Source: an optimization exercise on an open RTL-to-GDS flow (aim: small area). Production flows keep margins and buffers that such runs may drop. Where RTL was checked, it was by simulation tests only, not by an equivalence proof against the original. Power figures rest on the tool's default switching activity, not on a simulated workload.

==> flow/design.v <==
`timescale 1ns / 1ps
module apb_spi_top(
    input  wire        i_clk,
    input  wire        i_rst_n,
    input  wire        i_psel,
    input  wire        i_pwrite,
    input  wire        i_penable,
    input  wire [31:0] i_paddr,
    input  wire [31:0] i_pwdata,
    output wire [31:0] o_prdata,
    output wire        o_pready,
    output wire        o_pslverr,
    input  wire        i_MISO,
    output reg         o_MOSI,
    output reg         o_SCLK,
    output wire        o_SS0,
    output wire        o_SS1,
    output wire        o_SS2,
    output wire        o_SS3,
    output wire        o_int
);
    localparam [1:0] ST_IDLE = 2'd0, ST_LOAD = 2'd1, ST_XFER = 2'd2, ST_DONE = 2'd3;
    wire        page = (i_paddr[31:12] == 20'h40002);
    wire [11:0] off  = i_paddr[11:0];
    wire        acc  = i_psel & i_penable & page;
    wire        wr   = acc & i_pwrite;
    wire        rd   = acc & ~i_pwrite;
    wire s_lcr = (off == 12'h000);
    wire s_dlr = (off == 12'h004);
    wire s_ier = (off == 12'h008);
    wire s_tbr = (off == 12'h010);
    wire s_rbr = (off == 12'h014);
    reg  [1:0] state;
    reg  [1:0] gap;
    wire busy = (state != ST_IDLE);
    wire st_load = (state == ST_LOAD);
    wire st_xfer = (state == ST_XFER);
    reg  [5:0] lcr;
    reg  [7:0] dlr;
    reg  [3:0] ier;
    wire wls  = lcr[0];
    wire cpol = lcr[1];
    wire cpha = lcr[2];
    wire cdte = lcr[3];
    reg  [15:0] tmem [0:15];
    reg  [15:0] rmem [0:15];
    reg  [4:0]  th, rh;
    reg  tx_push, rx_pop, rx_wr;
    reg  [15:0] rx_sh;
    wire t_empty = tx_push ? (th == 5'd0) : (th == 5'd31);
    wire t_full  = ~tx_push & (th == 5'd15);
    wire r_empty = (rh == 5'd31);
    wire r_full  = (rh == 5'd15);
    wire tbr_w   = wr & s_tbr & ~t_full;
    wire rx_w    = rx_wr & ~r_full;
    wire [15:0] tsel, rsel;
    wire [15:0] thead, rhead;
    spi_dec16 u_tdec (.i_a(th[3:0]), .o_y(tsel));
    spi_dec16 u_rdec (.i_a(rh[3:0]), .o_y(rsel));
    spi_ohmux16 u_tmux (.i_sel(tsel), .i_d({tmem[15], tmem[14], tmem[13], tmem[12], tmem[11], tmem[10], tmem[9], tmem[8],
                                             tmem[7], tmem[6], tmem[5], tmem[4], tmem[3], tmem[2], tmem[1], tmem[0]}), .o_q(thead));
    spi_ohmux16 u_rmux (.i_sel(rsel), .i_d({rmem[15], rmem[14], rmem[13], rmem[12], rmem[11], rmem[10], rmem[9], rmem[8],
                                             rmem[7], rmem[6], rmem[5], rmem[4], rmem[3], rmem[2], rmem[1], rmem[0]}), .o_q(rhead));
    integer k;
    always @(posedge i_clk) begin
        if (tbr_w) begin
            tmem[0] <= i_pwdata[15:0];
            for (k = 1; k < 16; k = k + 1) tmem[k] <= tmem[k-1];
        end
        if (rx_w) begin
            rmem[0] <= rx_sh;
            for (k = 1; k < 16; k = k + 1) rmem[k] <= rmem[k-1];
        end
    end
    always @(posedge i_clk or negedge i_rst_n) begin
        if (!i_rst_n) begin
            th <= 5'd31; rh <= 5'd31;
            tx_push <= 1'b0; rx_pop <= 1'b0;
        end else begin
            tx_push <= tbr_w;
            rx_pop  <= rd & s_rbr & ~r_empty;
            if (tbr_w & ~st_load)      th <= th + 1'b1;
            else if (~tbr_w & st_load) th <= th - 1'b1;
            if (rx_w & ~rx_pop)        rh <= rh + 1'b1;
            else if (~rx_w & rx_pop)   rh <= rh - 1'b1;
        end
    end
    always @(posedge i_clk or negedge i_rst_n) begin
        if (!i_rst_n) begin
            lcr <= 6'd0; dlr <= 8'd0; ier <= 4'd0;
        end else begin
            if (wr & s_lcr & ~busy) lcr <= i_pwdata[5:0];
            if (wr & s_dlr & ~busy) dlr <= i_pwdata[7:0];
            if (wr & s_ier)         ier <= i_pwdata[3:0];
        end
    end
    assign o_pready  = 1'b1;
    assign o_pslverr = (wr & busy & ((s_lcr & (i_pwdata[5:0] != lcr)) |
                                     (s_dlr & (i_pwdata[7:0] != dlr))))
                     | (acc & (off >= 12'h018));
    reg [31:0] rdata;
    always @(*) begin
        case (off)
            12'h000: rdata = {26'd0, lcr};
            12'h004: rdata = {24'd0, dlr};
            12'h008: rdata = {28'd0, ier};
            12'h00C: rdata = {28'd0, r_full, r_empty, t_full, t_empty};
            12'h010: rdata = 32'd0;
            12'h014: rdata = {16'd0, rhead};
            default: rdata = 32'hFFFF_FFFF;
        endcase
    end
    assign o_prdata = page ? rdata : 32'd0;
    assign o_int = (t_empty & ier[0]) | (t_full & ier[1]) | (r_empty & ier[2]) | (r_full & ier[3]);
    reg  [7:0] cnt;       
    reg  [5:0] m;         
    reg        done;
    reg [15:0] tx_sh;
    wire z      = (cnt == 8'd0);
    wire toggle = st_xfer & ~done & z;
    wire shedge = m[0] ^ cpha;
    wire can_go = ~t_empty & ~r_full;
    always @(posedge i_clk or negedge i_rst_n) begin
        if (!i_rst_n) begin
            state <= ST_IDLE;
            gap   <= 2'd0;
        end else begin
            if (state == ST_DONE) gap <= gap + 1'b1;
            case (state)
                ST_IDLE: if (can_go) state <= ST_LOAD;
                ST_LOAD: state <= ST_XFER;
                ST_XFER: if (done) state <= ~cdte ? ST_DONE : (can_go ? ST_LOAD : ST_IDLE);
                ST_DONE: if (gap == 2'd3) state <= ST_IDLE;
            endcase
        end
    end
    always @(posedge i_clk) begin
        cnt <= (z | st_load) ? dlr : cnt - 1'b1;
        if (st_load)     m <= wls ? 6'd30 : 6'd14;
        else if (toggle) m <= m - 1'b1;
        if (st_load) tx_sh <= thead;
        if (toggle & ~shedge)
            rx_sh <= {rx_sh[14:8], rx_sh[7] & wls, rx_sh[6:0], i_MISO};
    end
    always @(posedge i_clk or negedge i_rst_n) begin
        if (!i_rst_n) begin
            o_SCLK <= 1'b0;
            o_MOSI <= 1'b0;
            done   <= 1'b0;
            rx_wr  <= 1'b0;
        end else begin
            done  <= toggle & m[5];
            rx_wr <= done;
            if (!st_xfer)    o_SCLK <= cpol;
            else if (toggle) o_SCLK <= ~o_SCLK;
            if (st_load & ~cpha)                o_MOSI <= wls ? thead[15] : thead[7];
            else if (toggle & shedge & ~m[5])   o_MOSI <= tx_sh[m[4:1]];
        end
    end
    wire ss_act = st_load | st_xfer;
    assign o_SS0 = ~(ss_act & (lcr[5:4] == 2'd0));
    assign o_SS1 = ~(ss_act & (lcr[5:4] == 2'd1));
    assign o_SS2 = ~(ss_act & (lcr[5:4] == 2'd2));
    assign o_SS3 = ~(ss_act & (lcr[5:4] == 2'd3));
endmodule
module spi_dec16(input wire [3:0] i_a, output wire [15:0] o_y);
    assign o_y = 16'd1 << i_a;
endmodule
module spi_ohmux16(input wire [15:0] i_sel, input wire [255:0] i_d, output wire [15:0] o_q);
    genvar b;
    generate for (b = 0; b < 16; b = b + 1) begin : g_bit
        wire [5:0] g;
        spi_aoi222 u_g0 (.i_a({i_d[16*2+b],  i_d[16*1+b],  i_d[16*0+b]}),  .i_s(i_sel[2:0]),   .o_y(g[0]));
        spi_aoi222 u_g1 (.i_a({i_d[16*5+b],  i_d[16*4+b],  i_d[16*3+b]}),  .i_s(i_sel[5:3]),   .o_y(g[1]));
        spi_aoi222 u_g2 (.i_a({i_d[16*8+b],  i_d[16*7+b],  i_d[16*6+b]}),  .i_s(i_sel[8:6]),   .o_y(g[2]));
        spi_aoi222 u_g3 (.i_a({i_d[16*11+b], i_d[16*10+b], i_d[16*9+b]}),  .i_s(i_sel[11:9]),  .o_y(g[3]));
        spi_aoi222 u_g4 (.i_a({i_d[16*14+b], i_d[16*13+b], i_d[16*12+b]}), .i_s(i_sel[14:12]), .o_y(g[4]));
        assign g[5] = ~(i_d[16*15+b] & i_sel[15]);
        spi_nand6 u_n (.i_a(g), .o_y(o_q[b]));
    end endgenerate
endmodule
module spi_aoi222(input wire [2:0] i_a, input wire [2:0] i_s, output wire o_y);
    assign o_y = ~((i_a[0] & i_s[0]) | (i_a[1] & i_s[1]) | (i_a[2] & i_s[2]));
endmodule
module spi_nand6(input wire [5:0] i_a, output wire o_y);
    assign o_y = ~&i_a;
endmodule
==> flow/config.mk <==
export PLATFORM = sky130hd
export DESIGN_NAME = apb_spi_top
export DESIGN_NICKNAME = apb_spi_top
export VERILOG_FILES = /design/flow/design.v
export SDC_FILE = /design/flow/constraint.sdc
export NUM_CORES = 4
export LEC_CHECK = 0
export CAP_MARGIN = 0
export CORE_MARGIN = 2
export CORE_UTILIZATION = 70
export CTS_BUF_LIST = sky130_fd_sc_hd__clkbuf_4
export CTS_CLUSTER_DIAMETER = 40
export CTS_CLUSTER_SIZE = 10
export PLACE_DENSITY = 0.85
export SLEW_MARGIN = 0
export SYNTH_HIERARCHICAL = 1
export SYNTH_MINIMUM_KEEP_SIZE = 0
==> flow/constraint.sdc <==
create_clock -name core_clock -period 10.0 [get_ports {i_clk}]
set_input_delay 2.0000 -clock core_clock [delete_from_list [all_inputs] [get_ports {i_clk}]]
set_output_delay 2.0000 -clock core_clock [all_outputs]
set_load 0.01 [all_outputs]
run.sh (not shown) runs the stock make flow with config.mk's settings and CLKGATE_MAP_FILE= SYNTH_SCRIPT=/design/flow/synth_recipe.tcl, a recipe that flattens the netlist after the stock synthesis.
The first run ran to the end with no violations.
==> next run, changes <==
--- a/flow/design.v
+++ b/flow/design.v
@@ -44,45 +44,40 @@
     wire cdte = lcr[3];
     reg  [15:0] tmem [0:15];
     reg  [15:0] rmem [0:15];
-    reg  [4:0]  th, rh;
-    reg  tx_push, rx_pop, rx_wr;
-    reg  [15:0] rx_sh;
-    wire t_empty = tx_push ? (th == 5'd0) : (th == 5'd31);
-    wire t_full  = ~tx_push & (th == 5'd15);
-    wire r_empty = (rh == 5'd31);
-    wire r_full  = (rh == 5'd15);
-    wire tbr_w   = wr & s_tbr & ~t_full;
-    wire rx_w    = rx_wr & ~r_full;
+    reg  [4:0]  twp, trp, rwp, rrp;
+    wire t_eq    = (twp[3:0] == trp[3:0]);
+    wire t_empty = t_eq & (twp[4] == trp[4]);
+    wire t_full  = t_eq & (twp[4] != trp[4]);
+    wire r_eq    = (rwp[3:0] == rrp[3:0]);
+    wire r_empty = r_eq & (rwp[4] == rrp[4]);
+    wire r_full  = r_eq & (rwp[4] != rrp[4]);
     wire [15:0] tsel, rsel;
     wire [15:0] thead, rhead;
-    spi_dec16 u_tdec (.i_a(th[3:0]), .o_y(tsel));
-    spi_dec16 u_rdec (.i_a(rh[3:0]), .o_y(rsel));
+    spi_dec16 u_tdec (.i_a(trp[3:0]), .o_y(tsel));
+    spi_dec16 u_rdec (.i_a(rrp[3:0]), .o_y(rsel));
     spi_ohmux16 u_tmux (.i_sel(tsel), .i_d({tmem[15], tmem[14], tmem[13], tmem[12], tmem[11], tmem[10], tmem[9], tmem[8],
                                              tmem[7], tmem[6], tmem[5], tmem[4], tmem[3], tmem[2], tmem[1], tmem[0]}), .o_q(thead));
     spi_ohmux16 u_rmux (.i_sel(rsel), .i_d({rmem[15], rmem[14], rmem[13], rmem[12], rmem[11], rmem[10], rmem[9], rmem[8],
                                              rmem[7], rmem[6], rmem[5], rmem[4], rmem[3], rmem[2], rmem[1], rmem[0]}), .o_q(rhead));
-    integer k;
+    wire tbr_w = wr & s_tbr & ~t_full;
+    reg  tx_push, rx_pop, rx_wr;
+    reg  [15:0] rx_sh;
+    wire rx_w = rx_wr & ~r_full;
     always @(posedge i_clk) begin
-        if (tbr_w) begin
-            tmem[0] <= i_pwdata[15:0];
-            for (k = 1; k < 16; k = k + 1) tmem[k] <= tmem[k-1];
-        end
-        if (rx_w) begin
-            rmem[0] <= rx_sh;
-            for (k = 1; k < 16; k = k + 1) rmem[k] <= rmem[k-1];
-        end
+        if (tbr_w) tmem[twp[3:0]] <= i_pwdata[15:0];
+        if (rx_w)  rmem[rwp[3:0]] <= rx_sh;
     end
     always @(posedge i_clk or negedge i_rst_n) begin
         if (!i_rst_n) begin
-            th <= 5'd31; rh <= 5'd31;
+            twp <= 5'd0; trp <= 5'd0; rwp <= 5'd0; rrp <= 5'd0;
             tx_push <= 1'b0; rx_pop <= 1'b0;
         end else begin
             tx_push <= tbr_w;
             rx_pop  <= rd & s_rbr & ~r_empty;
-            if (tbr_w & ~st_load)      th <= th + 1'b1;
-            else if (~tbr_w & st_load) th <= th - 1'b1;
-            if (rx_w & ~rx_pop)        rh <= rh + 1'b1;
-            else if (~rx_w & rx_pop)   rh <= rh - 1'b1;
+            if (tx_push) twp <= twp + 1'b1;
+            if (st_load) trp <= trp + 1'b1;
+            if (rx_w)    rwp <= rwp + 1'b1;
+            if (rx_pop)  rrp <= rrp + 1'b1;
         end
     end
     always @(posedge i_clk or negedge i_rst_n) begin
Worst hold slack gains 77 ps.
Routed wire length came out higher by roughly a tenth.
Total power goes down by a few percent.
Combinational power fell by well over a third.
Synthesized area increases slightly.
Sequential share of layout area climbs by 0.29 points.
Register-to-register slack gets better by 620 ps.
Clock power came out lower by roughly a tenth.
Function was not checked in any run of this note: the RTL went through the layout flow alone.

---

Another version of the RTL of apb_spi_top (not shown whole).
Size in the first run: roughly 1500 cells after synthesis, about 620 flip-flops, ~110 I/O pins.
==> flow/config.mk <==
export PLATFORM = sky130hd
export DESIGN_NAME = apb_spi_top
export DESIGN_NICKNAME = apb_spi_top
export VERILOG_FILES = /design/flow/design.v
export SDC_FILE = /design/flow/constraint.sdc
export NUM_CORES = 4
export LEC_CHECK = 0
export CAP_MARGIN = 0
export CORE_MARGIN = 2
export CORE_UTILIZATION = 70
export CTS_BUF_LIST = sky130_fd_sc_hd__clkbuf_4
export CTS_CLUSTER_DIAMETER = 40
export CTS_CLUSTER_SIZE = 10
export PLACE_DENSITY = 0.85
export SLEW_MARGIN = 0
export SYNTH_HIERARCHICAL = 1
export SYNTH_MINIMUM_KEEP_SIZE = 0
==> flow/constraint.sdc <==
create_clock -name core_clock -period 10.0 [get_ports {i_clk}]
set_input_delay 2.0000 -clock core_clock [delete_from_list [all_inputs] [get_ports {i_clk}]]
set_output_delay 2.0000 -clock core_clock [all_outputs]
set_load 0.01 [all_outputs]
standard.sh (not shown) runs the stock make flow with config.mk's settings and CLKGATE_MAP_FILE= SYNTH_SCRIPT=/design/flow/synth_recipe.tcl, a recipe that flattens the netlist after the stock synthesis.
==> flow/flow/run.sh <==
#!/bin/bash
# Standard ORFS layout (the standard.sh) with three changes:
#  - port buffers use the smallest buffer cell instead of the resizer's pick
#  - after global placement, gates with timing slack are downsized
#    (flow/pre_resize.tcl) before the usual repair_design
#  - clock tree synthesis without dummy loads
set -euo pipefail
export BUFFER_PORTS_ARGS="-buffer_cell sky130_fd_sc_hd__buf_1"
export PRE_RESIZE_TCL="$PWD/flow/pre_resize.tcl"
export CTS_ARGS="-sink_clustering_enable -repair_clock_nets -dont_use_dummy_load -buf_list sky130_fd_sc_hd__clkbuf_4 -sink_clustering_size 10 -sink_clustering_max_diameter 40"
bash standard.sh > standard.log 2>&1
==> flow/flow/pre_resize.tcl <==
# Downsize gates off the critical paths before repair_design runs (resize.tcl
# calls repair_design right after this hook, fixing any slew or cap left over).
estimate_parasitics -placement
set_dont_use $::env(DONT_USE_CELLS)
repair_timing -recover_power 100 -verbose
Rerun with:
--- a/flow/design.v
+++ b/flow/design.v
@@ -59,21 +59,14 @@
     wire r_empty = (rc == 5'd0);
     wire r_full  = rc[4];
     wire tbr_w   = wr & s_tbr & ~t_full;
     wire [3:0] xtail = xh + xc[3:0];
     wire [3:0] rtail = rh + rc[3:0];
     wire t0    = (xc == {4'd0, st_load});
+    wire t_ins = (tx_push & ~t0 & ~xtail[0]) | tx_pend;
     wire t_now = tx_push & t0;
-    wire [3:0] xt1 = xtail + 1'b1;
-    wire p_x   = (xtail == 4'd1) | (xtail == 4'd4) | (xtail == 4'd7) | (xtail == 4'd10) | (xtail == 4'd13) | (xtail == 4'd15);
-    wire p_x1  = (xt1 == 4'd1) | (xt1 == 4'd4) | (xt1 == 4'd7) | (xt1 == 4'd10) | (xt1 == 4'd13) | (xt1 == 4'd15);
-    wire t_ina = tbr_w & p_x1;                    
-    wire t_acc1 = tx_push & ~t0 & ~p_x;           
-    wire t_ins = t_ina | (t_acc1 & p_x1) | tx_pend;
-    wire [3:0] t_tg = tx_pend ? xtail : xt1;
-    wire [15:0] t_src = t_ina ? i_pwdata[15:0] : tbr;
     wire [3:0] rt1  = rtail + 1'b1;
     wire p_t    = (rtail == 4'd0) | (rtail == 4'd3) | (rtail == 4'd6) | (rtail == 4'd9) | (rtail == 4'd12) | (rtail == 4'd15);
     wire p_t1   = (rt1 == 4'd0) | (rt1 == 4'd3) | (rt1 == 4'd6) | (rt1 == 4'd9) | (rt1 == 4'd12) | (rt1 == 4'd15);
     wire r_acc1 = rx_wr & ~r_full & ~p_t;         
     wire r_k0   = (rc == {4'd0, rx_pop});
     wire r_reph = r_acc1 & ~p_t1 & r_k0;
@@ -88,50 +81,39 @@
     wire [15:0] rhead;
     spi_dec16 u_rdec (.i_a(rh), .o_y(rsel));
     spi_ohmux16 u_rmux (.i_sel(rsel), .i_d({rring[15], rring[14], rring[13], rring[12], rring[11], rring[10], rring[9], rring[8],
                                              rring[7], rring[6], rring[5], rring[4], rring[3], rring[2], rring[1], rring[0]}), .o_q(rhead));
     integer k;
     always @(posedge i_clk) begin
-        tx_push <= tbr_w;
-        tx_pend <= t_acc1 & ~p_x1;
-        rx_pop  <= rd & s_rbr & ~r_empty;
-        rx_p2   <= r_acc1 & ~p_t1 & ~r_k0;
-        rx_wr   <= done;
         if (tbr_w) tbr <= i_pwdata[15:0];
+        xh <= t_now ? 4'd15 : xh + 1'b1 + st_load;
+        rh <= r_reph ? 4'd15 : rh + 1'b1 + rx_pop;
         if (th_ring) thead <= tring[15];
         tring[0] <= tring[15];
-        tring[2] <= tring[1];
-        tring[3] <= tring[2];
-        tring[5] <= tring[4];
-        tring[6] <= tring[5];
-        tring[8] <= tring[7];
-        tring[9] <= tring[8];
-        tring[11] <= tring[10];
-        tring[12] <= tring[11];
-        tring[14] <= tring[13];
         if (r_ins && r_tg == 4'd0) rring[0] <= rx_sh;
         else                       rring[0] <= rring[15];
         for (k = 1; k < 16; k = k + 1) begin
-            if (k == 1 || k == 7 || k == 13)
-                tring[k] <= ~((t_ins && t_tg == k) ? t_src : tring[k-1]);
-            if (k == 4 || k == 10 || k == 15)
-                tring[k] <= ~(((t_ins && t_tg == k) || (t_now && k == 15)) ? ~t_src : tring[k-1]);
+            if (k & 1) tring[k] <= ~(((t_ins && (xtail[3:1] == (k >> 1))) || (t_now && k == 15)) ? (((k >> 1) & 1) ? ~tbr : tbr)
+                                                                           : tring[k-1]);
+            else       tring[k] <= tring[k-1];
             if ((k % 3 == 0) && ((r_ins && r_tg == k) || (r_reph && k == 15))) rring[k] <= rx_sh;
             else                                                               rring[k] <= rring[k-1];
         end
     end
     always @(posedge i_clk or negedge i_rst_n) begin
         if (!i_rst_n) begin
             xc <= 5'd0; rc <= 5'd0;
-            xh <= 4'd0; rh <= 4'd0;
+            tx_push <= 1'b0; tx_pend <= 1'b0; rx_pop <= 1'b0; rx_p2 <= 1'b0;
             thv <= 1'b0;
         end else begin
-            xh <= t_now ? 4'd15 : xh + 1'b1 + st_load;
-            rh <= r_reph ? 4'd15 : rh + 1'b1 + rx_pop;
             if (th_ring)          thv <= 1'b1;
             else if (fs)          thv <= 1'b0;
+            tx_push <= tbr_w;
+            tx_pend <= tx_push & ~t0 & xtail[0];
+            rx_pop  <= rd & s_rbr & ~r_empty;
+            rx_p2   <= r_acc1 & ~p_t1 & ~r_k0;
             if (tx_push & ~st_load)      xc <= xc + 1'b1;
             else if (~tx_push & st_load) xc <= xc - 1'b1;
             if (rx_wr & ~r_full & ~rx_pop)    rc <= rc + 1'b1;
             else if (~(rx_wr & ~r_full) & rx_pop) rc <= rc - 1'b1;
         end
     end
@@ -186,13 +168,15 @@
                         : {thead[14:8], thead[7] & wls, thead[6:0], i_MISO};
     end
     always @(posedge i_clk or negedge i_rst_n) begin
         if (!i_rst_n) begin
             o_SCLK <= 1'b0;
             o_MOSI <= 1'b0;
-        end else begin
+            rx_wr  <= 1'b0;
+        end else begin
+            rx_wr <= done;
             if (!st_xfer)    o_SCLK <= cpol;
             else if (toggle) o_SCLK <= ~o_SCLK;
             if (st_load & ~cpha)                o_MOSI <= wls ? thead[15] : thead[7];
             else if (toggle & shedge & ~m[5])   o_MOSI <= sl ? (wls ? rx_sh[15] : rx_sh[7]) : (wls ? thead[15] : thead[7]);
         end
     end
=> The new run produced a clean layout; routed wire length is lower by 1.4%; total power went down by 4.6%; worst hold slack is worse by 28 ps; maximum frequency is higher by 6.7%; sequential cell count stays the same; final area decreases by 2.5%; via count climbs by 1.1%; non-clock buffer count increases by 14; worst setup slack is better by 440 ps; die area decreases by 2.3%.
No functional check of the RTL was part of the first run of this note.

what the ideal ports hide:
No port has a modelled driver above. Below, the same layouts with a new extraction and two added sets of constraints. Step 1 assumes that a clkbuf_16 drives the clock port and a buf_2 every other input. Step 2 also shifts input and output timing later by t, the mid clock arrival at the registers, as if the neighbouring blocks saw the same clock. Three values: ideal, step 1, step 2; two values: the first two.
| run | shift t [ns] | slack for setup (ns) | worst setup path at the end | pins driven straight from the clock port |
|---|---|---|---|---|
| the first run of note 1 | 0.802 | 3.091 / 3.070 / 3.070 | input to output | 1 |
| the second run of note 1 | 0.772 | 2.727 / 2.698 / 2.698 | input to output | 1 |
| the first run of note 2 | 0.726 | 3.043 / 3.020 / 3.020 | input to output | 1 |
| the second run of note 2 | 0.732 | 3.479 / 3.455 / 3.455 | input to output | 1 |
After both steps setup and hold are still met in every run listed. For the second run of note 1, which loses most, drivers alone change the setup slack by -0.029 ns; drivers and shift together by -0.029 ns.
